Source: an optimization exercise on an open RTL-to-GDS flow (aim: small area and a short achievable clock period). Production flows keep margins and buffers that such runs may drop. At most, simulation tests tie the RTL to the original design; equivalence was not proved. Function not checked in runs 1 to 4: the RTL went through the layout flow alone. Power and IR drop assume default switching activity.

==> design.v <==
module fp_add #(
    parameter pDATA_WIDTH = 64,
    parameter pEXP_WIDTH  = 11,
    parameter pFRAC_WIDTH = 52
) (
    input  [(pDATA_WIDTH-1):0] in_A,
    input  [(pDATA_WIDTH-1):0] in_B,
    input                      clk,
    input                      rst_n,
    input                      in_valid,
    output [(pDATA_WIDTH-1):0] result,
    output                     out_valid
);
    wire [10:0] ea_s0 = in_A[62:52];
    wire [10:0] eb_s0 = in_B[62:52];
    wire [6:0] dab_s0;
    wire [5:0] dh_s0;
    fpa_add #(.N(7)) u_dab_0 (.a({1'b0, ea_s0[5:0]}), .b({1'b1, ~eb_s0[5:0]}), .ci(1'b1), .s(dab_s0));
    fpa_add #(.N(6)) u_dh_0 (.a({1'b0, ea_s0[10:6]}), .b({1'b1, ~eb_s0[10:6]}), .ci(1'b1), .s(dh_s0));
    wire elt_s0 = dh_s0[5] | (~|dh_s0 & dab_s0[6]);
    reg v_al;
    always @(posedge clk or negedge rst_n)
        if (!rst_n) v_al <= 1'b0;
        else v_al <= in_valid;
    reg [63:0] A_al;
    always @(posedge clk) A_al <= in_A;
    reg [63:0] B_al;
    always @(posedge clk) B_al <= in_B;
    reg [6:0] dab_al;
    always @(posedge clk) dab_al <= dab_s0;
    reg [5:0] dh_al;
    always @(posedge clk) dh_al <= dh_s0;
    reg elt_al;
    always @(posedge clk) elt_al <= elt_s0;
    wire xa_s1 = &A_al[62:52];
    wire xb_s1 = &B_al[62:52];
    wire mza_s1 = ~|A_al[51:0];
    wire mzb_s1 = ~|B_al[51:0];
    wire nan_s1 = (xa_s1 & ~mza_s1) | (xb_s1 & ~mzb_s1) | (xa_s1 & xb_s1 & (A_al[63] ^ B_al[63]));
    wire spec_s1 = xa_s1 | xb_s1;
    wire isg_s1 = xa_s1 ? A_al[63] : B_al[63];
    wire dh0_s1 = ~|dh_al;
    wire dh1_s1 = (dh_al == 6'd1);
    wire dhm_s1 = (dh_al == 6'h3F);
    wire dlz_s1 = ~|dab_al[5:0];
    wire sat_s1 = (~dh_al[5] & ~dh0_s1 & ~dh1_s1) | (dh1_s1 & ~dab_al[6]) | (dh_al[5] & ~dhm_s1) | (dhm_s1 & (dab_al[6] | dlz_s1));
    wire [5:0] ngm_s1 = {|dab_al[4:0], |dab_al[3:0], |dab_al[2:0], |dab_al[1:0], dab_al[0], 1'b0};
    wire [5:0] sh_s1 = dab_al[5:0] ^ ({6{elt_al}} & ngm_s1);
    wire eeq_s1 = dh0_s1 & dlz_s1;
    wire ha_s1 = |A_al[62:52];
    wire hb_s1 = |B_al[62:52];
    wire [52:0] bm_s1 = elt_al ? {hb_s1, B_al[51:0]} : {ha_s1, A_al[51:0]};
    wire [52:0] sm_s1 = elt_al ? {ha_s1, A_al[51:0]} : {hb_s1, B_al[51:0]};
    wire [10:0] be_s1 = elt_al ? B_al[62:52] : A_al[62:52];
    wire mlt_s1;
    fpa_lt #(.N(52)) u_mlt_1 (.a(A_al[51:0]), .b(B_al[51:0]), .lt(mlt_s1));
    wire swap_s1 = elt_al | (eeq_s1 & mlt_s1);
    wire swm_s1 = eeq_s1 & mlt_s1;
    wire sgn_s1 = nan_s1 ? 1'b0 : (spec_s1 ? isg_s1 : (swap_s1 ? B_al[63] : A_al[63]));
    wire sub_s1 = A_al[63] ^ B_al[63];
    wire [55:0] r0_s1 = {sm_s1, 3'b000};
    wire [55:0] r1_s1 = sh_s1[0] ? {1'd0, r0_s1[55:1]} : r0_s1;
    wire t1_s1 = sh_s1[0] & r0_s1[0];
    wire [55:0] r2_s1 = sh_s1[1] ? {2'd0, r1_s1[55:2]} : r1_s1;
    wire t2_s1 = sh_s1[1] & |r1_s1[1:0];
    wire [55:0] r3_s1 = sh_s1[2] ? {4'd0, r2_s1[55:4]} : r2_s1;
    wire t3_s1 = sh_s1[2] & |r2_s1[3:0];
    wire s3_s1 = sh_s1[3] | sat_s1;
    wire s4_s1 = sh_s1[4] | sat_s1;
    wire s5_s1 = sh_s1[5] | sat_s1;
    wire [55:0] r4_s1 = s3_s1 ? {8'd0, r3_s1[55:8]} : r3_s1;
    wire t4_s1 = s3_s1 & |r3_s1[7:0];
    wire [55:0] r5_s1 = s4_s1 ? {16'd0, r4_s1[55:16]} : r4_s1;
    wire t5_s1 = s4_s1 & |r4_s1[15:0];
    wire [55:0] r6_s1 = s5_s1 ? {32'd0, r5_s1[55:32]} : r5_s1;
    wire t6_s1 = s5_s1 & |r5_s1[31:0];
    wire [55:0] al_s1 = {r6_s1[55:1], r6_s1[0] | t1_s1 | t2_s1 | t3_s1 | t4_s1 | t5_s1 | t6_s1};
    wire [10:0] be1_s1;
    fpa_inc #(.N(11)) u_be1_1 (.a(be_s1), .ci(1'b1), .s(be1_s1), .co());
    reg v_add;
    always @(posedge clk or negedge rst_n)
        if (!rst_n) v_add <= 1'b0;
        else v_add <= v_al;
    reg [55:0] al_add;
    always @(posedge clk) al_add <= al_s1;
    reg [10:0] be1_add;
    always @(posedge clk) be1_add <= be1_s1;
    reg [52:0] bm_add;
    always @(posedge clk) bm_add <= bm_s1;
    reg nan_add;
    always @(posedge clk) nan_add <= nan_s1;
    reg sgn_add;
    always @(posedge clk) sgn_add <= sgn_s1;
    reg spec_add;
    always @(posedge clk) spec_add <= spec_s1;
    reg sub_add;
    always @(posedge clk) sub_add <= sub_s1;
    reg swm_add;
    always @(posedge clk) swm_add <= swm_s1;
    wire ib_s2 = sub_add & swm_add;
    wire ia_s2 = sub_add & ~swm_add;
    wire [56:0] sum0_s2;
    fpa_add #(.N(57)) u_add_2 (.a({1'b0, bm_add, 3'b000} ^ {57{ib_s2}}), .b({1'b0, al_add} ^ {57{ia_s2}}), .ci(sub_add), .s(sum0_s2));
    wire [56:0] sum_s2 = spec_add ? {1'b1, 51'd0, nan_add, 4'd0} : sum0_s2;
    wire [10:0] bex_s2 = spec_add ? 11'h7FF : be1_add;
    reg v_n1;
    always @(posedge clk or negedge rst_n)
        if (!rst_n) v_n1 <= 1'b0;
        else v_n1 <= v_add;
    reg [10:0] bex_n1;
    always @(posedge clk) bex_n1 <= bex_s2;
    reg sgn_n1;
    always @(posedge clk) sgn_n1 <= sgn_add;
    reg [56:0] sum_n1;
    always @(posedge clk) sum_n1 <= sum_s2;
    wire z5_s3 = ~|sum_n1[56:25];
    wire [56:0] n1_s3 = z5_s3 ? {sum_n1[24:0], 32'd0} : sum_n1;
    wire z4_s3 = ~|n1_s3[56:41];
    wire [56:0] n2_s3 = z4_s3 ? {n1_s3[40:0], 16'd0} : n1_s3;
    wire [10:0] eh_s3;
    fpa_add #(.N(11)) u_eh_3 (.a(bex_n1), .b({5'b11111, ~z5_s3, ~z4_s3, 4'b1111}), .ci(1'b1), .s(eh_s3));
    wire z3_s4 = ~|n2_s3[56:49];
    wire [56:0] n3_s4 = z3_s4 ? {n2_s3[48:0], 8'd0} : n2_s3;
    wire z2_s5 = ~|n3_s4[56:53];
    wire [56:0] n4_s5 = z2_s5 ? {n3_s4[52:0], 4'd0} : n3_s4;
    reg v_n4;
    always @(posedge clk or negedge rst_n)
        if (!rst_n) v_n4 <= 1'b0;
        else v_n4 <= v_n1;
    reg [10:0] eh_n4;
    always @(posedge clk) eh_n4 <= eh_s3;
    reg [56:0] n4_n4;
    always @(posedge clk) n4_n4 <= n4_s5;
    reg sgn_n4;
    always @(posedge clk) sgn_n4 <= sgn_n1;
    reg z2_n4;
    always @(posedge clk) z2_n4 <= z2_s5;
    reg z3_n4;
    always @(posedge clk) z3_n4 <= z3_s4;
    wire z1_s6 = ~|n4_n4[56:55];
    wire [56:0] n5_s6 = z1_s6 ? {n4_n4[54:0], 2'd0} : n4_n4;
    wire z0_s6 = ~n5_s6[56];
    wire [56:0] n6_s6 = z0_s6 ? {n5_s6[55:0], 1'd0} : n5_s6;
    wire zero_s6 = ~n6_s6[56];
    wire [10:0] e1_s6;
    fpa_add #(.N(11)) u_e1_6 (.a(eh_n4), .b({7'b1111111, ~z3_n4, ~z2_n4, ~z1_s6, ~z0_s6}), .ci(1'b1), .s(e1_s6));
    wire rup_s6 = n6_s6[3] & (n6_s6[4] | |n6_s6[2:0]);
    wire [51:0] fm_s6 = n6_s6[55:4];
    wire [10:0] fe_s6 = zero_s6 ? 11'd0 : e1_s6;
    wire fs_s6 = sgn_n4 & ~zero_s6;
    wire fr_s6 = rup_s6;
    wire [62:0] mr_s7;
    fpa_incb #(.N(63), .B(4)) u_inc_7 (.a({fe_s6, fm_s6}), .ci(fr_s6), .s(mr_s7));
    wire [63:0] res_s7 = {fs_s6, mr_s7};
    reg v_o;
    always @(posedge clk or negedge rst_n)
        if (!rst_n) v_o <= 1'b0;
        else v_o <= v_n4;
    reg [63:0] res_o;
    always @(posedge clk) res_o <= res_s7;
    assign result = res_o;
    assign out_valid = v_o;
endmodule
module fpa_incb #(parameter N = 8, parameter B = 4) (
    input  [N-1:0] a,
    input          ci,
    output [N-1:0] s
);
    localparam NB = (N + B - 1) / B;
    wire [NB*B-1:0] ax = {{(NB*B-N){1'b0}}, a};
    wire [NB-1:0] ball;
    wire [NB-1:0] ps;
    genvar i, j;
    generate
        for (i = 0; i < NB; i = i + 1) begin : bl
            assign ball[i] = &ax[i*B +: B];
        end
    endgenerate
    fpa_inc #(.N(NB)) u_pre (.a(ball), .ci(ci), .s(ps), .co());
    wire [NB*B-1:0] sx;
    generate
        for (i = 0; i < NB; i = i + 1) begin : bs
            wire [B:0] c;
            assign c[0] = ps[i] ^ ball[i];
            for (j = 0; j < B; j = j + 1) begin : bt
                assign c[j+1] = c[j] & ax[i*B+j];
                assign sx[i*B+j] = ax[i*B+j] ^ c[j];
            end
        end
    endgenerate
    assign s = sx[N-1:0];
endmodule
module fpa_add #(parameter N = 8) (
    input  [N-1:0] a,
    input  [N-1:0] b,
    input          ci,
    output [N-1:0] s
);
    localparam M = N + 1;
    localparam L = (M <= 2) ? 1 : (M <= 4) ? 2 : (M <= 8) ? 3 : (M <= 16) ? 4 : (M <= 32) ? 5 : (M <= 64) ? 6 : 7;
    wire [M-1:0] g0 = {a & b, ci};
    wire [M-1:0] p0 = {a ^ b, 1'b0};
    wire [(L+1)*M-1:0] G, P;
    assign G[M-1:0] = g0;
    assign P[M-1:0] = p0;
    genvar l, i;
    generate
        for (l = 0; l < L; l = l + 1) begin : lv
            for (i = 0; i < M; i = i + 1) begin : bt
                if ((i >> l) & 1) begin : c
                    assign G[(l+1)*M+i] = G[l*M+i] | (P[l*M+i] & G[l*M+((i>>l)<<l)-1]);
                    assign P[(l+1)*M+i] = P[l*M+i] & P[l*M+((i>>l)<<l)-1];
                end else begin : w
                    assign G[(l+1)*M+i] = G[l*M+i];
                    assign P[(l+1)*M+i] = P[l*M+i];
                end
            end
        end
    endgenerate
    assign s = p0[M-1:1] ^ G[L*M +: N];
endmodule
module fpa_inc #(parameter N = 8) (
    input  [N-1:0] a,
    input          ci,
    output [N-1:0] s,
    output         co
);
    localparam M = N + 1;
    localparam L = (M <= 2) ? 1 : (M <= 4) ? 2 : (M <= 8) ? 3 : (M <= 16) ? 4 : (M <= 32) ? 5 : (M <= 64) ? 6 : 7;
    wire [(L+1)*M-1:0] P;
    assign P[M-1:0] = {a, ci};
    genvar l, i;
    generate
        for (l = 0; l < L; l = l + 1) begin : lv
            for (i = 0; i < M; i = i + 1) begin : bt
                if ((i >> l) & 1) begin : c
                    assign P[(l+1)*M+i] = P[l*M+i] & P[l*M+((i>>l)<<l)-1];
                end else begin : w
                    assign P[(l+1)*M+i] = P[l*M+i];
                end
            end
        end
    endgenerate
    assign s = a ^ P[L*M +: N];
    assign co = P[L*M+N];
endmodule
module fpa_lt #(parameter N = 8) (
    input  [N-1:0] a,
    input  [N-1:0] b,
    output         lt
);
    localparam L = (N <= 2) ? 1 : (N <= 4) ? 2 : (N <= 8) ? 3 : (N <= 16) ? 4 : (N <= 32) ? 5 : (N <= 64) ? 6 : 7;
    localparam W = 1 << L;
    wire [W-1:0] g0 = {{(W-N){1'b0}}, ~a & b};
    wire [W-1:0] e0 = {{(W-N){1'b1}}, ~(a ^ b)};
    wire [2*W-1:0] G, E;
    assign G[W +: W] = g0;
    assign E[W +: W] = e0;
    genvar i;
    generate
        for (i = 1; i < W; i = i + 1) begin : nd
            assign G[i] = G[2*i+1] | (E[2*i+1] & G[2*i]);
            assign E[i] = E[2*i+1] & E[2*i];
        end
    endgenerate
    assign lt = G[1];
endmodule
==> flow/run.sh <==
#!/bin/bash
bash standard.sh ADDER_MAP_FILE= SETUP_SLACK_MARGIN=8.95 \
  "CTS_ARGS=-sink_clustering_enable -repair_clock_nets -sink_clustering_size 16 -sink_clustering_max_diameter 60 -dont_use_dummy_load -buf_list sky130_fd_sc_hd__clkbuf_8 -root_buf sky130_fd_sc_hd__clkbuf_16" \
  POST_GLOBAL_PLACE_TCL=$PWD/flow/post_gpl.tcl "BUFFER_PORTS_ARGS=-buffer_cell sky130_fd_sc_hd__buf_1" finish > standard.log 2>&1
==> flow/post_gpl.tcl <==
# POST_GLOBAL_PLACE hook: every port got a buf_1 buffer (BUFFER_PORTS_ARGS); make the
# output ports' buffers buf_2, which drive the output load faster.
foreach port [get_ports -filter "direction == output"] {
  set net [get_nets [get_full_name $port]]
  foreach pin [get_pins -of_objects $net -filter "direction == output"] {
    set inst [get_cells -of_objects $pin]
    if {[get_property $inst ref_name] eq "sky130_fd_sc_hd__buf_1"} {
      replace_cell $inst sky130_fd_sc_hd__buf_2
    }
  }
}
==> standard.sh <==
#!/bin/bash
# synth_recipe.tcl (not shown) runs the flow's synth.tcl, then flattens the netlist and writes it again
# the make line also repeats each setting of config.mk as NAME=value (left out here)
make -C /OpenROAD-flow-scripts/flow DESIGN_CONFIG=/design/flow/config.mk WORK_HOME=/design/flow/orfs CLKGATE_MAP_FILE= SYNTH_SCRIPT=/design/flow/synth_recipe.tcl "${@:-finish}"
==> config.mk <==
export PLATFORM = sky130hd
export DESIGN_NAME = fp_add
export DESIGN_NICKNAME = fp_add
export VERILOG_FILES = /design/flow/design.v
export SDC_FILE = /design/flow/constraint.sdc
export NUM_CORES = 8
export LEC_CHECK = 0
export ABC_AREA = 1
export CAP_MARGIN = 20
export CORE_MARGIN = 2
export CORE_UTILIZATION = 60
export PLACE_DENSITY = 0.75
export SLEW_MARGIN = 20
==> constraint.sdc <==
create_clock -name core_clock -period 12.5 [get_ports {clk}]
set_input_delay 2.5000 -clock core_clock [delete_from_list [all_inputs] [get_ports {clk}]]
set_output_delay 2.5000 -clock core_clock [all_outputs]
set_load 0.01 [all_outputs]
==> flow_metrics.py, run 1 <==
metrics = {
    "layout": {
        "insertedDiodeCount": 0,
        "syn_to_final_growth_pct": 7.00,
        "nFillCells": 4088,
        "mostFrequentLayoutCell": "nand2_1",
        "fin_area_um2": 28300,
        "fin_nets": 4247,
        "drive_above_1_share_pct": 8.26,
        "layout_common_cells": "1292 x nand2_1, 464 x dfxtp_1, 413 x inv_1, 343 x o21ai_0, 323 x nor2_1",
        "instances_no_fill": 4699,
    },
    "pwr": {
        "seq_power_share_pct": 40.0,
        "irDropWorstVdd_mv": 0.107,
        "power.share.combinational_pct": 44.2,
        "swShare_pct": 42.6,
        "clkPwrFrac_pct": 15.9,
        "power_mw": 5.20,
        "p_leak_nw": 14.0,
        "p_per_area_nw_per_um2": 184,
        "internal_power_mw": 2.99,
        "p_switching_mw": 2.22,
    },
    "worst_setup_path": {
        "worstPathMaxFanout": 1,
        "crit_required_ps": 10000,
        "cp_num_cells": 1,
        "critPathKind": "flop to output port",
        "worst_ep_arrival_time_ps": 1060,
        "crit_chain": "buf_2",
        "cp-startpoint": "v_o$_DFF_PN0_",
        "rr_startpoint": "sum_n1[31]$_SDFF_PP0_",
        "timing.rr.end": "n4_n4[55]$_DFF_P_",
        "worstSetupEndpoint": "out_valid",
        "max_stage_delay_ps": 380,
        "crit_family": "flip-flops",
        "crit_buf_inv": 1,
        "reg2reg_depth": 20,
        "end_kind": "output port",
        "worst_path_max_delay_cell": "dfrtp_1",
        "r2r_slack_ps": 9110,
        "critPathLaunchType": "flop",
    },
    "placed_design": {
        "place_inst": 4637,
        "placed_area_um2": 27200,
        "io_buffers": 195,
        "dp_hpwl_um": 54500,
    },
    "synthesis": {
        "synthFlopType": "dfxtp_1",
        "netlist_top_cells_area": "dfxtp_1 36%, nand2_1 18%, o21ai_0 6.6%",
        "synth_fp_nets": 4134,
        "synth.avg_cell_area_um2": 6.61,
        "synth_seq_area_share_pct": 36.1,
        "synth_edf_count": 0,
        "async_reset_ff_share_pct": 1.05,
        "yosys.area.top_type": "dfxtp_1",
        "ys_types": 59,
        "synthCells": 4003,
        "ys_warn_count": 1,
        "netlist_area_um2": 26500,
        "synth-seq-cells": 476,
        "synth_top_area_share_pct": 35.6,
    },
    "sta": {
        "worst_pin_slew_ps": 1150,
        "period_needed_ps": 3560,
        "setup_tns_ps": 0,
        "finalHoldViolCount": 0,
        "finalSetupViolations": 0,
        "report.final.slew_viol_count": 0,
        "fin_skew_ps": 78.1,
        "max_freq_mhz": 281,
        "rsz0062_at_grt": "true",
        "final.period_utilization_pct": 28.5,
        "relSlewSlack_pct": 22.4,
    },
    "floorplanning": {
        "die_area_um2": 45800,
        "pin_count": 196,
        "die_h_um": 214,
        "die_w_um": 214,
        "std_cell_rows": 76,
        "start_util_pct": 61.1,
        "core_area_um2": 43300,
    },
    "detailed_routing": {
        "via_per_inst": 5.22,
        "drc": 0,
        "wl_per_cell_um": 15.3,
        "num_vias": 24500,
        "drtIter0Drc": 2076,
        "drtPass1Iterations": 7,
        "drt_wl_total_um": 72100,
        "antenna_left": 0,
    },
    "clocking": {
        "cts_tree": "built",
        "cts-buffers-inserted": 42,
        "clk_latency_ps": 580,
        "cts_hold_buf": 0,
        "cts_root_buf": "clkbuf_16",
        "ctsLongestPathBuffers": 3,
        "clock_sinks": 476,
        "clk_pin_slew_ps": 100,
        "htreeDepth": 2,
    },
    "global_route": {
        "gr-total-overflow": 0,
        "antenna_found_initial": 2,
        "first_global_vias": 22300,
        "grt_max_degree": 115,
        "grt_pass1_wl_um": 113000,
        "grt_use_total_pct": 30.4,
    },
    "outcome": {
        "outcome": "finished clean",
    },
    "hold_path": {
        "hold_class": "flop to flop",
    },
    "flow_run": {
        "max_cap_violations": 0,
    },
}
routing by layer:
layer	track usage, %	routed length [um]	up-vias	share of wire, %
met5	0	13	-	0.018
met4	14.4	3770	2	5.2
met3	4.60	4500	196	6.2
met2	51.9	33500	770	46
met1	37.7	30300	10800	42
li1	-	-	12800	-
timing repair:
item,4_1_cts,5_1_grt
endpoints found under the hold margin,0,0
pin swaps,5,6
resized for setup,21,42
setup endpoints to repair,177,104
setup buffers,10,1
gates cloned,4,5
per-stage QoR:
stage | setup slack, ps | utilization [%] | hold slack [ps]
detailed placement | 7790 | 62.9 | 314
floorplan | 8790 | - | 310
global route | 8910 | 65.4 | 345
CTS | 8920 | 65.0 | 340
finish | 8940 | 65.4 | 338
global placement | 7870 | 62.8 | 312
worst min-delay path by stage:
stage / start / end / slack [ps] / depth (start not counted)
floorplan: bex_n1[0]$_SDFF_PP1_ / eh_n4[0]$_DFF_P_ / 310 / 0
global placement: bex_n1[0]$_SDFF_PP1_ / eh_n4[0]$_DFF_P_ / 310 / 0
detailed placement: bex_n1[0]$_SDFF_PP1_ / eh_n4[0]$_DFF_P_ / 310 / 0
CTS: sgn_add$_SDFF_PP0_ / sgn_n1$_DFF_P_ / 340 / 0
global route: bex_n1[0]$_SDFF_PP1_ / eh_n4[0]$_DFF_P_ / 350 / 0
finish: sgn_add$_SDFF_PP0_ / sgn_n1$_DFF_P_ / 340 / 0
cell families (layout without fill, tap and decap cells):
group	count (synthesis)	in the layout	synth area share [%]
adders and majority gates	1	1	0.0378
buffers and inverters	603	705	9.89
AOI/OAI and AO/OA	616	616	12.6
muxes	44	44	1.67
DFF	476	476	36.1
xor gates and xnor gates	210	210	7.10
and+or+nand+nor	2053	2062	32.6
layout make-up:
cell class                 count  area [um2]  share of cell area (%)
multi-input combinational   2933       14500                    51.3
sequential                   476        9570                    33.8
inverter                     440        1670                    5.92
clock buffer                  42         634                    2.24
timing repair buffer         223        1170                    4.12
tap                          585         732                    2.59
power by group through the flow:
stage	sequential (mW)	combinational, mW	clock, mW
after floorplan	2.07	1.67	0
after global placement	2.11	2.17	0
after detailed placement	2.11	2.21	0
after CTS	2.08	2.25	0.841
after global routing	2.11	2.60	0.898
final	2.08	2.30	0.826
synthesized netlist by cell type, drive strengths merged (5+ instances only):
cell type  count
nor2         353
a21oi        105
a31oi          8
o21a          20
o21ai        445
dfxtp        471
o21bai         6
inv          437
mux2i         43
buf           99
nor4          22
or2           70
xor2         164
o22ai         11
dfrtp          5
nand3        200
nor3b          5
nand2       1315
nor3          38
clkbuf        64
nand4         40
xnor2         46
registers in the layout, summed over array words and instances (netlist names), 6 cells and up:
signal and flops:
bm_add 53, sum_n1 57, dab_al 7, eh_n4 11
be1_add 11, n4_n4 57, B_al 64, A_al 64
res_o 64, al_add 56, bex_n1 11, dh_al 6
==> run 2: changes to the inputs <==
--- a/design.v
+++ b/design.v
@@ -16,4 +16,6 @@
     wire [6:0] dab_s0;
+    wire [6:0] dba_s0;
     wire [5:0] dh_s0;
     fpa_add #(.N(7)) u_dab_0 (.a({1'b0, ea_s0[5:0]}), .b({1'b1, ~eb_s0[5:0]}), .ci(1'b1), .s(dab_s0));
+    fpa_add #(.N(7)) u_dba_0 (.a({1'b0, eb_s0[5:0]}), .b({1'b1, ~ea_s0[5:0]}), .ci(1'b1), .s(dba_s0));
     fpa_add #(.N(6)) u_dh_0 (.a({1'b0, ea_s0[10:6]}), .b({1'b1, ~eb_s0[10:6]}), .ci(1'b1), .s(dh_s0));
@@ -30,2 +32,4 @@
     always @(posedge clk) dab_al <= dab_s0;
+    reg [6:0] dba_al;
+    always @(posedge clk) dba_al <= dba_s0;
     reg [5:0] dh_al;
@@ -44,7 +48,5 @@
     wire dhm_s1 = (dh_al == 6'h3F);
-    wire dlz_s1 = ~|dab_al[5:0];
-    wire sat_s1 = (~dh_al[5] & ~dh0_s1 & ~dh1_s1) | (dh1_s1 & ~dab_al[6]) | (dh_al[5] & ~dhm_s1) | (dhm_s1 & (dab_al[6] | dlz_s1));
-    wire [5:0] ngm_s1 = {|dab_al[4:0], |dab_al[3:0], |dab_al[2:0], |dab_al[1:0], dab_al[0], 1'b0};
-    wire [5:0] sh_s1 = dab_al[5:0] ^ ({6{elt_al}} & ngm_s1);
-    wire eeq_s1 = dh0_s1 & dlz_s1;
+    wire sat_s1 = (~dh_al[5] & ~dh0_s1 & ~dh1_s1) | (dh1_s1 & ~dab_al[6]) | (dh_al[5] & ~dhm_s1) | (dhm_s1 & ~dba_al[6]);
+    wire [5:0] sh_s1 = elt_al ? dba_al[5:0] : dab_al[5:0];
+    wire eeq_s1 = dh0_s1 & ~|dab_al[5:0];
     wire ha_s1 = |A_al[62:52];
@@ -152,3 +154,3 @@
     wire [62:0] mr_s7;
-    fpa_incb #(.N(63), .B(4)) u_inc_7 (.a({fe_s6, fm_s6}), .ci(fr_s6), .s(mr_s7));
+    fpa_incb #(.N(63), .B(8)) u_inc_7 (.a({fe_s6, fm_s6}), .ci(fr_s6), .s(mr_s7));
     wire [63:0] res_s7 = {fs_s6, mr_s7};
--- a/flow/run.sh
+++ b/flow/run.sh
@@ -1,3 +1,3 @@
 #!/bin/bash
-bash standard.sh ADDER_MAP_FILE= SETUP_SLACK_MARGIN=8.95 \
+bash standard.sh ADDER_MAP_FILE= SETUP_SLACK_MARGIN=8.9 \
   "CTS_ARGS=-sink_clustering_enable -repair_clock_nets -sink_clustering_size 16 -sink_clustering_max_diameter 60 -dont_use_dummy_load -buf_list sky130_fd_sc_hd__clkbuf_8 -root_buf sky130_fd_sc_hd__clkbuf_16" \
--- a/config.mk
+++ b/config.mk
@@ -11,3 +11,2 @@
 export CORE_UTILIZATION = 60
-export PLACE_DENSITY = 0.75
 export SLEW_MARGIN = 20
==> run 2 against run 1 <==
Against the previous run:
- clock skew increased by 13 ps
- via count is 4.3% higher
- power rose by 8.1%
- count of clock-buffer cells in the layout grew 1
- core utilization is 0.15 points higher
- design area up 2.2%
- first-iteration DRC count up 25%
- critical path type unchanged
- critical endpoint unchanged
==> flow_metrics.py, run 2 <==
metrics = {
    "sta": {
        "period_needed_ps": 3570,
        "report.final.slew_viol_count": 0,
        "finalHoldViolCount": 0,
        "final.period_utilization_pct": 28.5,
        "finalSetupViolations": 0,
        "worst_pin_slew_ps": 1050,
        "worst_slack_ps": 8930,
        "fin_skew_ps": 90.8,
        "max_freq_mhz": 280,
        "rsz0062_at_grt": "false",
        "relSlewSlack_pct": 29.3,
        "setup_tns_ps": 0,
    },
    "detailed_routing": {
        "via_per_inst": 5.31,
        "antenna_left": 0,
        "wl_per_cell_um": 16.0,
        "drtIter0Drc": 2592,
        "num_vias": 25600,
        "drc": 0,
        "drtPass1Iterations": 6,
        "drt_wl_total_um": 77300,
    },
    "pwr": {
        "power_mw": 5.62,
        "p_per_area_nw_per_um2": 194,
        "irDropWorstVdd_mv": 0.151,
        "p_leak_nw": 14.5,
    },
    "layout": {
        "fin_nets": 4366,
        "layout_common_cells": "1246 x nand2_1, 474 x dfxtp_1, 453 x inv_1, 338 x o21ai_0, 333 x nor2_1",
        "drive_above_1_share_pct": 7.96,
        "syn_to_final_growth_pct": 7.99,
        "mostFrequentLayoutCell": "nand2_1",
        "insertedDiodeCount": 0,
        "biggestRegsByFlops": "A_al x64, B_al x64, res_o x64",
        "nFillCells": 4277,
        "postLayoutCoreUtil_pct": 65.6,
    },
    "clocking": {
        "cts_hold_buf": 0,
        "clk_pin_slew_ps": 90,
        "cts_tree": "built",
        "cts_root_buf": "clkbuf_16",
        "cts-buffers-inserted": 43,
        "htreeDepth": 2,
        "clk_latency_ps": 580,
        "ctsLongestPathBuffers": 3,
        "clock_sinks": 482,
    },
    "synthesis": {
        "synth_edf_count": 0,
        "synth_common_cells": "1251 x nand2_1, 477 x dfxtp_1, 459 x inv_1, 348 x o21ai_0, 339 x nor2_1",
        "synth_fp_nets": 4243,
        "synth.avg_cell_area_um2": 6.52,
        "ys_types": 61,
        "yosysMostFrequentCell": "nand2_1",
        "synth_seq_area_share_pct": 36.1,
        "synthCells": 4112,
        "synth_top_area_share_pct": 35.6,
        "async_reset_ff_share_pct": 1.04,
        "ys_warn_count": 1,
        "yosys.area.top_type": "dfxtp_1",
        "netlist_area_um2": 26800,
        "synth-seq-cells": 482,
        "netlist_top_cells_area": "dfxtp_1 36%, nand2_1 18%, o21ai_0 6.5%",
        "synthFlopType": "dfxtp_1",
    },
    "worst_setup_path": {
        "crit_chain": "buf_2",
        "reg2reg_depth": 16,
        "cp-startpoint": "v_o$_DFF_PN0_",
        "worst_ep_arrival_time_ps": 1070,
        "rr_startpoint": "elt_al$_DFF_P_",
        "critPathKind": "flop to output port",
        "cp_num_cells": 1,
        "r2r_slack_ps": 9100,
        "end_kind": "output port",
        "crit_buf_inv": 1,
        "crit_required_ps": 10000,
        "crit_family": "flip-flops",
        "worst_path_max_delay_cell": "dfrtp_1",
        "worstPathMaxFanout": 1,
        "critPathLaunchType": "flop",
        "worstSetupEndpoint": "out_valid",
        "timing.rr.end": "al_add[0]$_DFF_P_",
        "max_stage_delay_ps": 370,
    },
    "placed_design": {
        "pre_cts_slack_ps": 8040,
        "dp_hpwl_um": 58900,
        "io_buffers": 195,
    },
    "floorplanning": {
        "core_area_um2": 44100,
        "die_w_um": 215,
        "start_util_pct": 60.7,
        "pin_count": 196,
        "std_cell_rows": 77,
        "die_h_um": 215,
        "die_area_um2": 46400,
    },
    "global_route": {
        "antenna_found_initial": 0,
        "grt_pass1_wl_um": 118000,
        "gr-total-overflow": 0,
        "grt_use_total_pct": 32.0,
        "first_global_vias": 22400,
        "grt_max_degree": 105,
    },
    "outcome": {
        "outcome": "finished clean",
    },
    "flow_run": {
        "max_cap_violations": 0,
    },
    "hold_path": {
        "hold_class": "flop to flop",
        "whs_path_depth": 0,
    },
}
## run 2: cell count changes in the layout (fill, tap and decap cells not counted), moves of 12 or more
cell / change
buf_4: +15
a21oi_1: +14
xnor2_1: -12
o21ai_1: +30
inv_1: +40
o21ai_2: -12
mux2i_1: -17
nand3_1: +72
nand2_1: -46
## run 2: per-layer routing
| metal | vias to the layer above | global-route usage (%) | part of all wire (%) |
|---|---|---|---|
| li1 | 13200 | - | - |
| met1 | 11300 | 44.5 | 45 |
| met2 | 924 | 50.5 | 44 |
| met3 | 127 | 6.89 | 9.2 |
| met4 | 0 | 8.14 | 2.5 |
| met5 | - | 0 | 0 |
## run 2: power by group
group | internal (mW) | leakage (nW) | switching, mW
Sequential | 1.93 | 4.06 | 0.216
Clock | 0.345 | 0.335 | 0.498
Combinational | 0.865 | 10.1 | 1.77
Total | 3.14 | 14.5 | 2.48
## run 2: how the worst min path moves through the flow
stage	to	slack, ps	from
floorplan	eh_n4[0]$_DFF_P_	310	bex_n1[0]$_SDFF_PP1_
global placement	eh_n4[2]$_DFF_P_	310	bex_n1[2]$_SDFF_PP1_
detailed placement	eh_n4[1]$_DFF_P_	310	bex_n1[1]$_SDFF_PP1_
CTS	sgn_n1$_DFF_P_	310	sgn_add$_SDFF_PP0_
global route	sgn_n1$_DFF_P_	310	sgn_add$_SDFF_PP0_
finish	sgn_n1$_DFF_P_	300	sgn_add$_SDFF_PP0_
## run 2: what timing repair did
action / CTS / global route
setup buffers: 3 / 15
cloned: 4 / 7
hold endpoints to repair: 0 / 0
gates resized for setup: 29 / 44
setup endpoints to repair: 144 / 125
pin swaps: 1 / 10
## run 2: cells by family after synthesis
family / count (synthesis) / share of synthesized area, %
AND/OR/NAND/NOR: 2112 / 33.6
XOR/XNOR: 190 / 6.27
AO/OA/AOI/OAI: 653 / 13.2
multiplexers: 26 / 0.971
flip-flops: 482 / 36.1
buffers and inverters: 649 / 9.95
## run 2: cell type report
| type | instances | area [um2] | share of cell area (%) |
|---|---|---|---|
| timing repair inverter | 2 | 12.5 | 0.0432 |
| clock buffer | 43 | 648 | 2.24 |
| tap | 592 | 741 | 2.56 |
| inverter | 484 | 1850 | 6.40 |
| sequential | 482 | 9690 | 33.5 |
| multi-input combinational | 2987 | 14700 | 50.8 |
| timing repair buffer | 235 | 1310 | 4.52 |
## run 2: stage by stage
stage	hold slack, ps	instance area [um2]	std cells
finish	305	28900	4825
global route	313	28900	4825
CTS	307	28600	4803
detailed placement	312	27700	4753
global placement	310	27700	4753
floorplan	310	26800	4112
==> run 3: changes to the inputs <==
--- a/design.v
+++ b/design.v
@@ -15,9 +15,15 @@
     wire [10:0] eb_s0 = in_B[62:52];
-    wire [6:0] dab_s0;
-    wire [6:0] dba_s0;
+    wire [6:0] dabx_s0;
+    wire [6:0] dbax_s0;
     wire [5:0] dh_s0;
-    fpa_add #(.N(7)) u_dab_0 (.a({1'b0, ea_s0[5:0]}), .b({1'b1, ~eb_s0[5:0]}), .ci(1'b1), .s(dab_s0));
-    fpa_add #(.N(7)) u_dba_0 (.a({1'b0, eb_s0[5:0]}), .b({1'b1, ~ea_s0[5:0]}), .ci(1'b1), .s(dba_s0));
+    fpa_add #(.N(7)) u_dab_0 (.a({1'b0, ea_s0[5:0]}), .b({1'b1, ~eb_s0[5:0]}), .ci(1'b1), .s(dabx_s0));
+    fpa_add #(.N(7)) u_dba_0 (.a({1'b0, eb_s0[5:0]}), .b({1'b1, ~ea_s0[5:0]}), .ci(1'b1), .s(dbax_s0));
+    wire [5:0] dab_s0 = dabx_s0[5:0];
+    wire [5:0] dba_s0 = dbax_s0[5:0];
     fpa_add #(.N(6)) u_dh_0 (.a({1'b0, ea_s0[10:6]}), .b({1'b1, ~eb_s0[10:6]}), .ci(1'b1), .s(dh_s0));
-    wire elt_s0 = dh_s0[5] | (~|dh_s0 & dab_s0[6]);
+    wire dh0_s0 = ~|dh_s0;
+    wire dh1_s0 = (dh_s0 == 6'd1);
+    wire dhm_s0 = (dh_s0 == 6'h3F);
+    wire elt_s0 = dh_s0[5] | (dh0_s0 & dabx_s0[6]);
+    wire sat_s0 = (~dh_s0[5] & ~dh0_s0 & ~dh1_s0) | (dh1_s0 & ~dabx_s0[6]) | (dh_s0[5] & ~dhm_s0) | (dhm_s0 & ~dbax_s0[6]);
     reg v_al;
@@ -30,10 +36,10 @@
     always @(posedge clk) B_al <= in_B;
-    reg [6:0] dab_al;
+    reg [5:0] dab_al;
     always @(posedge clk) dab_al <= dab_s0;
-    reg [6:0] dba_al;
+    reg [5:0] dba_al;
     always @(posedge clk) dba_al <= dba_s0;
-    reg [5:0] dh_al;
-    always @(posedge clk) dh_al <= dh_s0;
     reg elt_al;
     always @(posedge clk) elt_al <= elt_s0;
+    reg sat_al;
+    always @(posedge clk) sat_al <= sat_s0;
     wire xa_s1 = &A_al[62:52];
@@ -45,8 +51,4 @@
     wire isg_s1 = xa_s1 ? A_al[63] : B_al[63];
-    wire dh0_s1 = ~|dh_al;
-    wire dh1_s1 = (dh_al == 6'd1);
-    wire dhm_s1 = (dh_al == 6'h3F);
-    wire sat_s1 = (~dh_al[5] & ~dh0_s1 & ~dh1_s1) | (dh1_s1 & ~dab_al[6]) | (dh_al[5] & ~dhm_s1) | (dhm_s1 & ~dba_al[6]);
-    wire [5:0] sh_s1 = elt_al ? dba_al[5:0] : dab_al[5:0];
-    wire eeq_s1 = dh0_s1 & ~|dab_al[5:0];
+    wire [5:0] sh_s1 = elt_al ? dba_al : dab_al;
+    wire eeq_s1 = (A_al[62:52] == B_al[62:52]);
     wire ha_s1 = |A_al[62:52];
@@ -69,5 +71,5 @@
     wire t3_s1 = sh_s1[2] & |r2_s1[3:0];
-    wire s3_s1 = sh_s1[3] | sat_s1;
-    wire s4_s1 = sh_s1[4] | sat_s1;
-    wire s5_s1 = sh_s1[5] | sat_s1;
+    wire s3_s1 = sh_s1[3] | sat_al;
+    wire s4_s1 = sh_s1[4] | sat_al;
+    wire s5_s1 = sh_s1[5] | sat_al;
     wire [55:0] r4_s1 = s3_s1 ? {8'd0, r3_s1[55:8]} : r3_s1;
@@ -154,3 +156,3 @@
     wire [62:0] mr_s7;
-    fpa_incb #(.N(63), .B(8)) u_inc_7 (.a({fe_s6, fm_s6}), .ci(fr_s6), .s(mr_s7));
+    fpa_incb #(.N(63), .B(4)) u_inc_7 (.a({fe_s6, fm_s6}), .ci(fr_s6), .s(mr_s7));
     wire [63:0] res_s7 = {fs_s6, mr_s7};
==> flow/run.sh (replaced) <==
#!/bin/bash
bash standard.sh ADDER_MAP_FILE= SETUP_SLACK_MARGIN=8.9 \
  "CTS_ARGS=-sink_clustering_enable -repair_clock_nets -sink_clustering_size 24 -sink_clustering_max_diameter 80 -dont_use_dummy_load" \
  "BUFFER_PORTS_ARGS=-buffer_cell sky130_fd_sc_hd__buf_2" finish > standard.log 2>&1
removed: flow/post_gpl.tcl
==> run 3 against run 2 <==
Against the previous run:
- highest routed layer is now met5
- first-iteration DRC count shrank 4.1%
- clock skew is 25 ps lower
- sequential share of layout area is 0.85 points lower
- synthesized cell count decreased by 0.46%
- worst hold slack improved by 21 ps
- count of clock-buffer cells in the layout fell by 12
- wire length decreased by 3.5%
- critical endpoint unchanged
- global-route usage fell by 1.1 points
- combinational power fell by 3%
- design area increased by 1.3%
==> flow_metrics.py, run 3 <==
metrics = {
    "floorplanning": {
        "die_w_um": 217,
        "die_h_um": 217,
        "std_cell_rows": 77,
        "die_area_um2": 46900,
        "pin_count": 196,
        "start_util_pct": 61.0,
        "core_area_um2": 44400,
    },
    "worst_setup_path": {
        "critPathLaunchType": "flop",
        "critPathKind": "flop to output port",
        "worst_ep_arrival_time_ps": 1130,
        "crit_required_ps": 10000,
        "end_kind": "output port",
        "crit_buf_inv": 1,
        "worst_path_max_delay_cell": "dfrtp_1",
        "worstPathMaxFanout": 1,
        "crit_family": "flip-flops",
        "crit_chain": "buf_6",
        "max_stage_delay_ps": 380,
    },
    "detailed_routing": {
        "num_vias": 25500,
        "drtIter0Drc": 2486,
        "drt_wl_total_um": 74600,
        "wl_per_cell_um": 15.6,
        "drc": 0,
        "drtPass1Iterations": 5,
        "via_per_inst": 5.35,
        "antenna_left": 0,
    },
    "sta": {
        "rsz0062_at_grt": "true",
        "setup_tns_ps": 0,
        "max_freq_mhz": 276,
        "report.final.slew_viol_count": 0,
        "final.period_utilization_pct": 29.0,
        "finalHoldViolCount": 0,
        "worst_pin_slew_ps": 909,
        "relSlewSlack_pct": 38.8,
        "finalSetupViolations": 0,
        "fin_skew_ps": 65.9,
        "period_needed_ps": 3630,
    },
    "synthesis": {
        "yosys.area.top_type": "dfxtp_1",
        "synthCells": 4093,
        "synth_fp_nets": 4224,
        "async_reset_ff_share_pct": 1.05,
        "synth-seq-cells": 475,
        "synth.avg_cell_area_um2": 6.62,
        "netlist_area_um2": 27100,
        "synth_top_area_share_pct": 34.7,
        "synth_edf_count": 0,
        "synth_seq_area_share_pct": 35.2,
        "netlist_top_cells_area": "dfxtp_1 35%, nand2_1 16%, o21ai_0 6.4%",
        "yosysMostFrequentCell": "nand2_1",
        "ys_types": 68,
        "ys_warn_count": 1,
        "synth_common_cells": "1183 x nand2_1, 470 x dfxtp_1, 447 x inv_1, 349 x o21ai_0, 333 x nor2_1",
        "synthFlopType": "dfxtp_1",
    },
    "layout": {
        "layout_common_cells": "1181 x nand2_1, 453 x dfxtp_1, 439 x inv_1, 341 x o21ai_0, 329 x nor2_1",
        "drive_above_1_share_pct": 11.7,
        "biggestRegsByFlops": "A_al x64, B_al x64, res_o x64",
        "fin_nets": 4315,
        "syn_to_final_growth_pct": 8.07,
        "fin_area_um2": 29300,
        "mostFrequentLayoutCell": "nand2_1",
        "insertedDiodeCount": 0,
    },
    "hold_path": {
        "hold_class": "flop to flop",
    },
    "pwr": {
        "p_per_area_nw_per_um2": 192,
        "irDropWorstVdd_mv": 0.152,
        "p_leak_nw": 14.7,
    },
    "global_route": {
        "antenna_found_initial": 6,
        "first_global_vias": 22500,
        "grt_max_degree": 130,
        "grt_use_total_pct": 30.9,
        "grt_pass1_wl_um": 117000,
        "gr-total-overflow": 0,
    },
    "clocking": {
        "clock_sinks": 475,
        "clk_pin_slew_ps": 80,
        "cts_tree": "built",
        "clk_latency_ps": 630,
        "cts-buffers-inserted": 31,
        "cts_hold_buf": 0,
        "htreeDepth": 1,
        "cts_root_buf": "clkbuf_16",
        "ctsLongestPathBuffers": 3,
    },
    "flow_run": {
        "max_cap_violations": 0,
    },
    "placed_design": {
        "io_buffers": 195,
        "placed_area_um2": 28100,
        "dp_hpwl_um": 58000,
        "place_congestion": 1.00,
    },
    "outcome": {
        "outcome": "finished clean",
    },
}
## run 3: final timing paths
check / from / to / cells past startpoint / slack (ps)
worst max register to register: elt_al$_DFF_P_ / al_add[0]$_DFF_P_ / 17 / 9110
min in group asynchronous: rst_n / v_al$_DFF_PN0_ / 1 / 1670
max in group asynchronous: rst_n / v_n4$_DFF_PN0_ / 1 / 10700
worst min-delay path: sgn_add$_SDFF_PP0_ / sgn_n1$_DFF_P_ / 0 / 330
worst min register to register: sgn_add$_SDFF_PP0_ / sgn_n1$_DFF_P_ / 0 / 330
worst max-delay path: v_o$_DFF_PN0_ / out_valid / 1 / 8870
## run 3: cell families (layout without fill, tap and decap cells)
kind of cell | Yosys count | after routing | synth area share [%]
AOI/OAI and AO/OA | 654 | 654 | 13.4
xor gates and xnor gates | 211 | 211 | 7.01
buffers and inverters | 638 | 725 | 10.2
DFF | 475 | 475 | 35.2
muxes | 19 | 19 | 0.706
and+or+nand+nor | 2096 | 2098 | 33.5
## run 3: area by class of cell
cell class | count | area, um2
Sequential cell | 475 | 9560
Inverter | 466 | 1770
Timing Repair Buffer | 228 | 1480
Clock buffer | 31 | 776
Tap cell | 592 | 741
Multi-Input combinational cell | 2982 | 15000
Fill cell | 4248 | 15100
## run 3: what timing repair did
action,in CTS,in global routing
setup buffers,4,2
gates resized for setup,26,60
gates cloned,0,4
pin swaps,0,2
endpoints found under the setup margin,121,160
## run 3: per-stage QoR
stage	power (mW)	util (%)	hold slack (ps)	cells	setup WS, ps
final	5.62	66.0	326	4774	8870
after global routing	6.05	66.0	333	4774	8830
after CTS	5.55	65.3	327	4768	8830
after detailed placement	4.60	63.3	312	4733	8300
after global placement	4.59	63.3	310	4733	8360
after floorplan	3.96	-	310	4093	8750
## run 3: routing by layer
layer	GRT usage, %	vias to the layer above	wire, um
li1	-	13200	-
met1	45.9	11300	35300
met2	46.9	940	31200
met3	5.09	96	6660
met4	6.80	2	1440
met5	0	-	15
## run 3: report_power, final
part	internal [mW]	total [mW]	switching, mW
combinational	0.871	2.54	1.67
sequential	1.91	2.15	0.235
clock	0.434	0.932	0.497
==> run 4: changes to the inputs <==
==> flow/run.sh (replaced) <==
#!/bin/bash
bash standard.sh ADDER_MAP_FILE= SETUP_SLACK_MARGIN=8.9 \
  "CTS_ARGS=-sink_clustering_enable -repair_clock_nets -sink_clustering_size 16 -sink_clustering_max_diameter 60 -dont_use_dummy_load -buf_list sky130_fd_sc_hd__clkbuf_8 -root_buf sky130_fd_sc_hd__clkbuf_16" \
  "BUFFER_PORTS_ARGS=-buffer_cell sky130_fd_sc_hd__buf_2" finish > standard.log 2>&1
==> run 4 against run 3 <==
Against the previous run:
- worst setup slack gained 66 ps
- first-iteration DRC count grew 7.4%
- highest routed layer unchanged
- clock power shrank 11%
- sequential power is essentially flat
- still clean
==> flow_metrics.py, run 4 <==
metrics = {
    "outcome": {
        "outcome": "finished clean",
    },
    "pwr": {
        "p_leak_nw": 14.6,
        "power_mw": 5.48,
        "p_per_area_nw_per_um2": 188,
        "irDropWorstVdd_mv": 0.151,
    },
    "detailed_routing": {
        "via_per_inst": 5.33,
        "drtIter0Drc": 2669,
        "wl_per_cell_um": 15.5,
        "antenna_left": 0,
        "num_vias": 25500,
        "drc": 0,
        "drtPass1Iterations": 7,
        "drt_wl_total_um": 74400,
    },
    "global_route": {
        "grt_pass1_wl_um": 117000,
        "grt_use_total_pct": 31.1,
        "first_global_vias": 22700,
        "gr-total-overflow": 0,
        "grt_max_degree": 130,
        "antenna_found_initial": 7,
    },
    "sta": {
        "setup_tns_ps": 0,
        "max_freq_mhz": 281,
        "rsz0062_at_grt": "true",
        "final.period_utilization_pct": 28.5,
        "relSlewSlack_pct": 37.5,
        "finalHoldViolCount": 0,
        "report.final.slew_viol_count": 0,
        "period_needed_ps": 3560,
        "finalSetupViolations": 0,
        "fin_skew_ps": 64.1,
        "worst_pin_slew_ps": 928,
    },
    "worst_setup_path": {
        "crit_buf_inv": 1,
        "max_stage_delay_ps": 370,
        "end_kind": "output port",
        "worst_ep_arrival_time_ps": 1060,
        "critPathKind": "flop to output port",
        "crit_required_ps": 10000,
        "critPathLaunchType": "flop",
        "worst_path_max_delay_cell": "dfrtp_1",
        "crit_family": "flip-flops",
        "worstPathMaxFanout": 1,
        "crit_chain": "buf_2",
    },
    "synthesis": {
        "synth_seq_area_share_pct": 35.2,
        "synthCells": 4093,
        "async_reset_ff_share_pct": 1.05,
        "ys_warn_count": 1,
        "synth_common_cells": "1183 x nand2_1, 470 x dfxtp_1, 447 x inv_1, 349 x o21ai_0, 333 x nor2_1",
        "synth_fp_nets": 4224,
        "synth_edf_count": 0,
        "yosys.area.top_type": "dfxtp_1",
        "synth-seq-cells": 475,
        "netlist_top_cells_area": "dfxtp_1 35%, nand2_1 16%, o21ai_0 6.4%",
        "synthFlopType": "dfxtp_1",
        "synth_top_area_share_pct": 34.7,
        "yosysMostFrequentCell": "nand2_1",
        "ys_types": 68,
        "netlist_area_um2": 27100,
        "synth.avg_cell_area_um2": 6.62,
    },
    "layout": {
        "multiInputGateArea_um2": 15000,
        "biggestRegsByFlops": "A_al x64, B_al x64, res_o x64",
        "layout_common_cells": "1181 x nand2_1, 468 x dfxtp_1, 439 x inv_1, 341 x o21ai_0, 329 x nor2_1",
        "insertedDiodeCount": 0,
        "fin_nets": 4328,
        "drive_above_1_share_pct": 11.6,
        "syn_to_final_growth_pct": 7.28,
        "instances_no_fill": 4787,
        "mostFrequentLayoutCell": "nand2_1",
        "register_area_um2": 9540,
        "nFillCells": 4279,
    },
    "clocking": {
        "ctsLongestPathBuffers": 3,
        "clk_pin_slew_ps": 90,
        "htreeDepth": 2,
        "clock_sinks": 475,
        "clk_latency_ps": 560,
        "cts_hold_buf": 0,
        "cts_tree": "built",
        "cts-buffers-inserted": 43,
        "cts_root_buf": "clkbuf_16",
    },
    "floorplanning": {
        "start_util_pct": 61.0,
        "std_cell_rows": 77,
        "die_area_um2": 46900,
        "pin_count": 196,
        "core_area_um2": 44400,
        "die_w_um": 217,
        "die_h_um": 217,
    },
    "placed_design": {
        "place_inst": 4733,
        "place_congestion": 1.00,
        "dp_hpwl_um": 58000,
        "io_buffers": 195,
    },
    "flow_run": {
        "max_cap_violations": 0,
    },
    "hold_path": {
        "hold_class": "flop to flop",
    },
}
[run 4: cell count changes in the layout (fill, tap and decap cells not counted)]
cell       delta
clkbuf_16    -26
o21ai_2       +1
o21ai_1       -1
buf_12        -1
buf_8         -1
buf_6         -9
clkbuf_8     +37
a221oi_2      -1
dfxtp_2      -15
buf_2        +12
a221oi_4      +1
buf_4         +1
dfxtp_1      +15
[run 4: through the flow]
step,worst slack [ps],area [um2],util (%),hold WS (ps)
final,8940,29100,65.5,327
after global routing,8840,29100,65.5,334
after CTS,8810,28800,64.9,327
after detailed placement,8300,28100,63.3,312
after global placement,8360,28100,63.3,310
after floorplan,8750,27200,-,310
[run 4: power by group]
part	switching, mW	leakage (nW)	total, mW	internal [mW]
Sequential	0.231	4.00	2.14	1.91
Clock	0.483	0.335	0.827	0.345
Combinational	1.66	10.3	2.51	0.849
[run 4: routing by layer]
layer / wire length, um / up-vias / global-route usage, %
met5: 34 / - / 0
met4: 1530 / 6 / 7.56
met3: 6790 / 120 / 6.51
met2: 30900 / 890 / 46.5
met1: 35200 / 11300 / 45.6
li1: - / 13200 / -
[run 4: path summary, 6_finish.rpt]
check | startpoint | end | slack, ps | cells past startpoint
max | v_o$_DFF_PN0_ | out_valid | 8940 | 1
min | sgn_add$_SDFF_PP0_ | sgn_n1$_DFF_P_ | 330 | 0
max reg2reg | elt_al$_DFF_P_ | al_add[0]$_DFF_P_ | 9110 | 16
min reg2reg | sgn_add$_SDFF_PP0_ | sgn_n1$_DFF_P_ | 330 | 0
max in group asynchronous | rst_n | v_al$_DFF_PN0_ | 10630 | 1
min in group asynchronous | rst_n | v_add$_DFF_PN0_ | 1740 | 1
[run 4: layout make-up]
class	count	share of cell area, %
repair buffers	229	4.79
clock buffers	43	2.23
well taps	592	2.55
inverters	466	6.08
flip-flops and latches	475	32.8
multi-input cells	2982	51.6
[run 4: what timing repair did]
item | in CTS | in global routing
endpoints found under the setup margin | 111 | 155
gates resized for setup | 14 | 42
gates cloned | 0 | 4
setup buffers | 5 | 2
pin swaps | 0 | 3
[run 4: logic make-up after synthesis]
kind of cell | synth area share [%]
buffers and inverters | 10.2
flip-flops | 35.2
AO/OA/AOI/OAI | 13.4
multiplexers | 0.706
AND/OR/NAND/NOR | 33.5
XOR/XNOR | 7.01
==> run 5: changes to the inputs <==
--- a/design.v
+++ b/design.v
@@ -15,15 +15,7 @@
     wire [10:0] eb_s0 = in_B[62:52];
-    wire [6:0] dabx_s0;
-    wire [6:0] dbax_s0;
+    wire [6:0] dab_s0;
     wire [5:0] dh_s0;
-    fpa_add #(.N(7)) u_dab_0 (.a({1'b0, ea_s0[5:0]}), .b({1'b1, ~eb_s0[5:0]}), .ci(1'b1), .s(dabx_s0));
-    fpa_add #(.N(7)) u_dba_0 (.a({1'b0, eb_s0[5:0]}), .b({1'b1, ~ea_s0[5:0]}), .ci(1'b1), .s(dbax_s0));
-    wire [5:0] dab_s0 = dabx_s0[5:0];
-    wire [5:0] dba_s0 = dbax_s0[5:0];
+    fpa_add #(.N(7)) u_dab_0 (.a({1'b0, ea_s0[5:0]}), .b({1'b1, ~eb_s0[5:0]}), .ci(1'b1), .s(dab_s0));
     fpa_add #(.N(6)) u_dh_0 (.a({1'b0, ea_s0[10:6]}), .b({1'b1, ~eb_s0[10:6]}), .ci(1'b1), .s(dh_s0));
-    wire dh0_s0 = ~|dh_s0;
-    wire dh1_s0 = (dh_s0 == 6'd1);
-    wire dhm_s0 = (dh_s0 == 6'h3F);
-    wire elt_s0 = dh_s0[5] | (dh0_s0 & dabx_s0[6]);
-    wire sat_s0 = (~dh_s0[5] & ~dh0_s0 & ~dh1_s0) | (dh1_s0 & ~dabx_s0[6]) | (dh_s0[5] & ~dhm_s0) | (dhm_s0 & ~dbax_s0[6]);
+    wire elt_s0 = dh_s0[5] | (~|dh_s0 & dab_s0[6]);
     reg v_al;
@@ -36,10 +28,8 @@
     always @(posedge clk) B_al <= in_B;
-    reg [5:0] dab_al;
+    reg [6:0] dab_al;
     always @(posedge clk) dab_al <= dab_s0;
-    reg [5:0] dba_al;
-    always @(posedge clk) dba_al <= dba_s0;
+    reg [5:0] dh_al;
+    always @(posedge clk) dh_al <= dh_s0;
     reg elt_al;
     always @(posedge clk) elt_al <= elt_s0;
-    reg sat_al;
-    always @(posedge clk) sat_al <= sat_s0;
     wire xa_s1 = &A_al[62:52];
@@ -51,4 +41,10 @@
     wire isg_s1 = xa_s1 ? A_al[63] : B_al[63];
-    wire [5:0] sh_s1 = elt_al ? dba_al : dab_al;
-    wire eeq_s1 = (A_al[62:52] == B_al[62:52]);
+    wire dh0_s1 = ~|dh_al;
+    wire dh1_s1 = (dh_al == 6'd1);
+    wire dhm_s1 = (dh_al == 6'h3F);
+    wire dlz_s1 = ~|dab_al[5:0];
+    wire sat_s1 = (~dh_al[5] & ~dh0_s1 & ~dh1_s1) | (dh1_s1 & ~dab_al[6]) | (dh_al[5] & ~dhm_s1) | (dhm_s1 & (dab_al[6] | dlz_s1));
+    wire [5:0] ngm_s1 = {|dab_al[4:0], |dab_al[3:0], |dab_al[2:0], |dab_al[1:0], dab_al[0], 1'b0};
+    wire [5:0] sh_s1 = dab_al[5:0] ^ ({6{elt_al}} & ngm_s1);
+    wire eeq_s1 = dh0_s1 & dlz_s1;
     wire ha_s1 = |A_al[62:52];
@@ -71,5 +67,5 @@
     wire t3_s1 = sh_s1[2] & |r2_s1[3:0];
-    wire s3_s1 = sh_s1[3] | sat_al;
-    wire s4_s1 = sh_s1[4] | sat_al;
-    wire s5_s1 = sh_s1[5] | sat_al;
+    wire s3_s1 = sh_s1[3] | sat_s1;
+    wire s4_s1 = sh_s1[4] | sat_s1;
+    wire s5_s1 = sh_s1[5] | sat_s1;
     wire [55:0] r4_s1 = s3_s1 ? {8'd0, r3_s1[55:8]} : r3_s1;
@@ -156,3 +152,3 @@
     wire [62:0] mr_s7;
-    fpa_incb #(.N(63), .B(4)) u_inc_7 (.a({fe_s6, fm_s6}), .ci(fr_s6), .s(mr_s7));
+    fpa_inc #(.N(63)) u_inc_7 (.a({fe_s6, fm_s6}), .ci(fr_s6), .s(mr_s7), .co());
     wire [63:0] res_s7 = {fs_s6, mr_s7};
@@ -166,31 +162,2 @@
     assign out_valid = v_o;
-endmodule
-module fpa_incb #(parameter N = 8, parameter B = 4) (
-    input  [N-1:0] a,
-    input          ci,
-    output [N-1:0] s
-);
-    localparam NB = (N + B - 1) / B;
-    wire [NB*B-1:0] ax = {{(NB*B-N){1'b0}}, a};
-    wire [NB-1:0] ball;
-    wire [NB-1:0] ps;
-    genvar i, j;
-    generate
-        for (i = 0; i < NB; i = i + 1) begin : bl
-            assign ball[i] = &ax[i*B +: B];
-        end
-    endgenerate
-    fpa_inc #(.N(NB)) u_pre (.a(ball), .ci(ci), .s(ps), .co());
-    wire [NB*B-1:0] sx;
-    generate
-        for (i = 0; i < NB; i = i + 1) begin : bs
-            wire [B:0] c;
-            assign c[0] = ps[i] ^ ball[i];
-            for (j = 0; j < B; j = j + 1) begin : bt
-                assign c[j+1] = c[j] & ax[i*B+j];
-                assign sx[i*B+j] = ax[i*B+j] ^ c[j];
-            end
-        end
-    endgenerate
-    assign s = sx[N-1:0];
 endmodule
==> flow/run.sh (replaced) <==
#!/bin/bash
# The standard layout (standard.sh), with these changes:
#  - timing repair aimed below the clock period (SETUP_SLACK_MARGIN);
#  - clock tree: sink clusters of at most 16 flip-flops, clkbuf_8 below a clkbuf_16 root;
#  - port buffers: buf_1 on every port (BUFFER_PORTS_ARGS), then flow/post_gpl.tcl makes the
#    output ports' buffers buf_2.
# standard.sh's make output goes to standard.log; each step's full log is under orfs/logs.
{ head -n 1 synth_recipe.tcl; cat flow/abc_override.tcl; tail -n +2 synth_recipe.tcl; } > synth_custom.tcl
export FLOW_ABC_SCRIPT=$PWD/flow/map.abc
bash standard.sh SYNTH_SCRIPT=$PWD/synth_custom.tcl ADDER_MAP_FILE= SETUP_SLACK_MARGIN=8.9 \
  "CTS_ARGS=-sink_clustering_enable -repair_clock_nets -sink_clustering_size 16 -sink_clustering_max_diameter 60 -dont_use_dummy_load -buf_list sky130_fd_sc_hd__clkbuf_8 -root_buf sky130_fd_sc_hd__clkbuf_16" \
  POST_GLOBAL_PLACE_TCL=$PWD/flow/post_gpl.tcl "BUFFER_PORTS_ARGS=-buffer_cell sky130_fd_sc_hd__buf_1" finish > standard.log 2>&1
==> flow/abc_override.tcl (new file) <==
# Use map.abc (in the flow folder) as the ABC script of the standard synthesis.
proc abc {args} {
  set i [lsearch -exact $args -script]
  if {$i >= 0} { lset args [expr {$i + 1}] $::env(FLOW_ABC_SCRIPT) }
  yosys abc {*}$args
}
==> flow/map.abc (new file) <==
strash
balance
rewrite
refactor
balance
rewrite
rewrite -z
balance
refactor -z
rewrite -z
balance
dch
map -B 0.9
topo
stime -c
buffer -c
upsize -c
dnsize -c
==> flow/post_gpl.tcl (new file) <==
# POST_GLOBAL_PLACE hook: every port got a buf_1 buffer (BUFFER_PORTS_ARGS); make the
# output ports' buffers buf_2, which drive the output load faster.
foreach port [get_ports -filter "direction == output"] {
  set net [get_nets [get_full_name $port]]
  foreach pin [get_pins -of_objects $net -filter "direction == output"] {
    set inst [get_cells -of_objects $pin]
    if {[get_property $inst ref_name] eq "sky130_fd_sc_hd__buf_1"} {
      replace_cell $inst sky130_fd_sc_hd__buf_2
    }
  }
}
--- a/config.mk
+++ b/config.mk
@@ -11,2 +11,3 @@
 export CORE_UTILIZATION = 60
+export PLACE_DENSITY = 0.75
 export SLEW_MARGIN = 20
==> run 5 against run 4 <==
Against the previous run:
- sequential power shrank 4%
- worst setup slack is essentially flat
- register-to-register slack lost 30 ps
- critical endpoint unchanged
- combinational power shrank 5%
- final cell count shrank 2.2%
- wire length shrank 1.0%
- core utilization grew 0.22 points
- die area shrank 3.3%
==> flow_metrics.py, run 5 <==
metrics = {
    "sta": {
        "worst_slack_ps": 8940,
        "final.period_utilization_pct": 28.5,
        "finalSetupViolations": 0,
        "relSlewSlack_pct": 39.7,
        "fin_skew_ps": 67.9,
        "finalHoldViolCount": 0,
        "report.final.slew_viol_count": 0,
        "rsz0062_at_grt": "true",
        "max_freq_mhz": 281,
        "period_needed_ps": 3560,
        "setup_tns_ps": 0,
        "worst_pin_slew_ps": 896,
    },
    "floorplanning": {
        "start_util_pct": 60.8,
        "die_w_um": 213,
        "std_cell_rows": 76,
        "core_area_um2": 43100,
        "die_area_um2": 45300,
        "die_h_um": 213,
        "pin_count": 196,
    },
    "detailed_routing": {
        "num_vias": 24600,
        "drtPass1Iterations": 6,
        "wl_per_cell_um": 15.7,
        "drt_wl_total_um": 73700,
        "drtIter0Drc": 2271,
        "via_per_inst": 5.26,
        "drc": 0,
        "antenna_left": 0,
    },
    "worst_setup_path": {
        "crit_required_ps": 10000,
        "worst_ep_arrival_time_ps": 1060,
        "crit_buf_inv": 1,
        "critPathLaunchType": "flop",
        "worst_path_max_delay_cell": "dfrtp_1",
        "max_stage_delay_ps": 370,
        "worstPathMaxFanout": 1,
        "critPathKind": "flop to output port",
        "crit_family": "flip-flops",
        "end_kind": "output port",
        "crit_chain": "buf_2",
    },
    "global_route": {
        "grt_use_total_pct": 31.5,
        "antenna_found_initial": 1,
        "first_global_vias": 22000,
        "gr-total-overflow": 0,
        "grt_pass1_wl_um": 112000,
        "grt_max_degree": 122,
    },
    "synthesis": {
        "yosysMostFrequentCell": "nand2_1",
        "synth_top_area_share_pct": 36.0,
        "netlist_top_cells_area": "dfxtp_1 36%, nand2_1 18%, o21ai_0 7.5%",
        "ys_types": 60,
        "synth_seq_area_share_pct": 36.5,
        "yosys.area.top_type": "dfxtp_1",
        "synth.avg_cell_area_um2": 6.57,
        "netlist_area_um2": 26200,
        "ys_warn_count": 1,
        "synthFlopType": "dfxtp_1",
        "synthCells": 3985,
        "synth_common_cells": "1268 x nand2_1, 471 x dfxtp_1, 466 x inv_1, 393 x o21ai_0, 244 x nor2_1",
        "synth-seq-cells": 476,
        "async_reset_ff_share_pct": 1.05,
        "synth_fp_nets": 4116,
        "synth_edf_count": 0,
    },
    "placed_design": {
        "pre_cts_slack_ps": 7570,
        "io_buffers": 195,
        "dp_hpwl_um": 56300,
    },
    "clocking": {
        "cts_tree": "built",
        "ctsLongestPathBuffers": 3,
        "clk_pin_slew_ps": 100,
        "clock_sinks": 476,
        "cts_hold_buf": 0,
        "cts_root_buf": "clkbuf_16",
        "cts-buffers-inserted": 40,
        "htreeDepth": 2,
        "clk_latency_ps": 560,
    },
    "layout": {
        "layout_common_cells": "1263 x nand2_1, 467 x dfxtp_1, 464 x inv_1, 373 x o21ai_0, 244 x nor2_1",
        "drive_above_1_share_pct": 8.44,
        "register_area_um2": 9570,
        "nFillCells": 4119,
        "postLayoutCoreUtil_pct": 65.7,
        "fin_nets": 4231,
        "insertedDiodeCount": 0,
        "multiInputGateArea_um2": 14200,
        "biggestRegsByFlops": "A_al x64, B_al x64, res_o x64",
        "mostFrequentLayoutCell": "nand2_1",
        "syn_to_final_growth_pct": 8.09,
    },
    "pwr": {
        "p_leak_nw": 14.0,
        "p_per_area_nw_per_um2": 185,
        "irDropWorstVdd_mv": 0.129,
        "power_mw": 5.25,
    },
    "outcome": {
        "outcome": "finished clean",
    },
    "hold_path": {
        "hold_class": "flop to flop",
    },
    "flow_run": {
        "max_cap_violations": 0,
    },
}
## run 5: through the flow
stage	instances	hold slack (ps)	instance area [um2]
final	4683	335	28300
after floorplan	3985	310	26200
after global placement	4625	313	27100
after global routing	4683	348	28300
after CTS	4668	339	27900
after detailed placement	4626	316	27200
## run 5: where the power goes
part	switching (mW)	internal [mW]	total, mW
combinational	1.58	0.811	2.39
sequential	0.203	1.86	2.06
clock	0.471	0.324	0.795
## run 5: area by class of cell
class / count / area share [%]
clock buffers: 40 / 2.14
inverters: 486 / 6.60
multi-input cells: 2869 / 50.2
flip-flops and latches: 476 / 33.8
well taps: 585 / 2.59
repair buffers: 227 / 4.69
## run 5: repair_timing
item                       in CTS  in global routing
resized for setup              26                 68
pin swaps                       1                  9
gates cloned                    1                  7
setup endpoints to repair     151                141
buffers inserted                1                  8
## run 5: path summary, 6_finish.rpt
kind,cells past startpoint,slack (ps),to,startpoint
worst min-delay path,0,340,eh_n4[3]$_DFF_P_,bex_n1[3]$_SDFF_PP1_
worst max-delay path,1,8940,out_valid,v_o$_DFF_PN0_
worst min register to register,0,340,eh_n4[3]$_DFF_P_,bex_n1[3]$_SDFF_PP1_
min in group asynchronous,1,1760,v_n1$_DFF_PN0_,rst_n
worst max register to register,17,9080,n4_n4[56]$_DFF_P_,sum_n1[29]$_SDFF_PP0_
max in group asynchronous,1,10530,v_n4$_DFF_PN0_,rst_n
## run 5: worst register-to-register path, stage by stage (launching register included)
cell and delay, ps:
dfxtp_1 370, nor2_1 70, nand2_1 80, nor2_1 50
nand2_1 180, nor2_4 60, buf_12 150, nand2_1 60
nand2_1 60, nor2_1 130, nand2_1 100, nor2_4 330
nand2_8 220, inv_1 580, a21oi_1 310, o21ai_1 440
nand3_1 130, nand2_1 70
## run 5: routing by layer
layer / track usage, % / part of all wire, % / vias to the layer above
met2: 54.3 / 48 / 722
met5: 0 / 0.016 / -
li1: - / - / 12800
met4: 12.4 / 3.8 / 2
met3: 3.81 / 5.4 / 160
met1: 40.0 / 43 / 10900
## run 5: kinds of logic (layout without fill, tap and decap cells)
logic type | count (synthesis) | in the layout | synth area share, %
xor+xnor | 165 | 165 | 5.52
mux | 41 | 41 | 1.62
compound gates | 655 | 655 | 13.5
simple gates | 2004 | 2008 | 32.7
buf+inv | 644 | 753 | 10.1
flops | 476 | 476 | 36.5

-- port drivers added, routing unchanged --
In the flow no input, the clock included, has a driving cell. The finished layouts below were timed again as built, in two steps.
Step 1 (the two cells are an assumption about what drives the block):
set clk [get_ports {clk}]
set_driving_cell -lib_cell sky130_fd_sc_hd__clkbuf_16 $clk
set_driving_cell -lib_cell sky130_fd_sc_hd__buf_2 [delete_from_list [all_inputs] $clk]
Step 2 adds t to the input delays and takes it off the output delays; t is the mean of the earliest and latest rising clock arrival at the registers after step 1. Input paths then give back, and output paths get back, about the clock's delay inside the block.
Three values: ideal, step 1, step 2; two values: the first two.
| run | t, ns | setup WS [ns] | worst register clock-pin slew, ns | worst data-port slew with drivers (ns) |
|---|---|---|---|---|
| run 1 | 0.599 | 8.936 / 8.876 / 8.511 | 0.10 / 0.10 | 0.05 |
| run 2 | 0.591 | 8.931 / 8.873 / 8.412 | 0.10 / 0.10 | 0.05 |
| run 3 | 0.654 | 8.872 / 8.814 / 8.450 | 0.09 / 0.09 | 0.05 |
| run 4 | 0.595 | 8.938 / 8.874 / 8.474 | 0.10 / 0.10 | 0.05 |
| run 5 | 0.585 | 8.937 / 8.878 / 8.557 | 0.10 / 0.10 | 0.05 |
After both steps setup and hold are still met in every run listed. For run 2, which loses most, drivers alone change the setup slack by -0.058 ns; drivers and shift together by -0.519 ns.
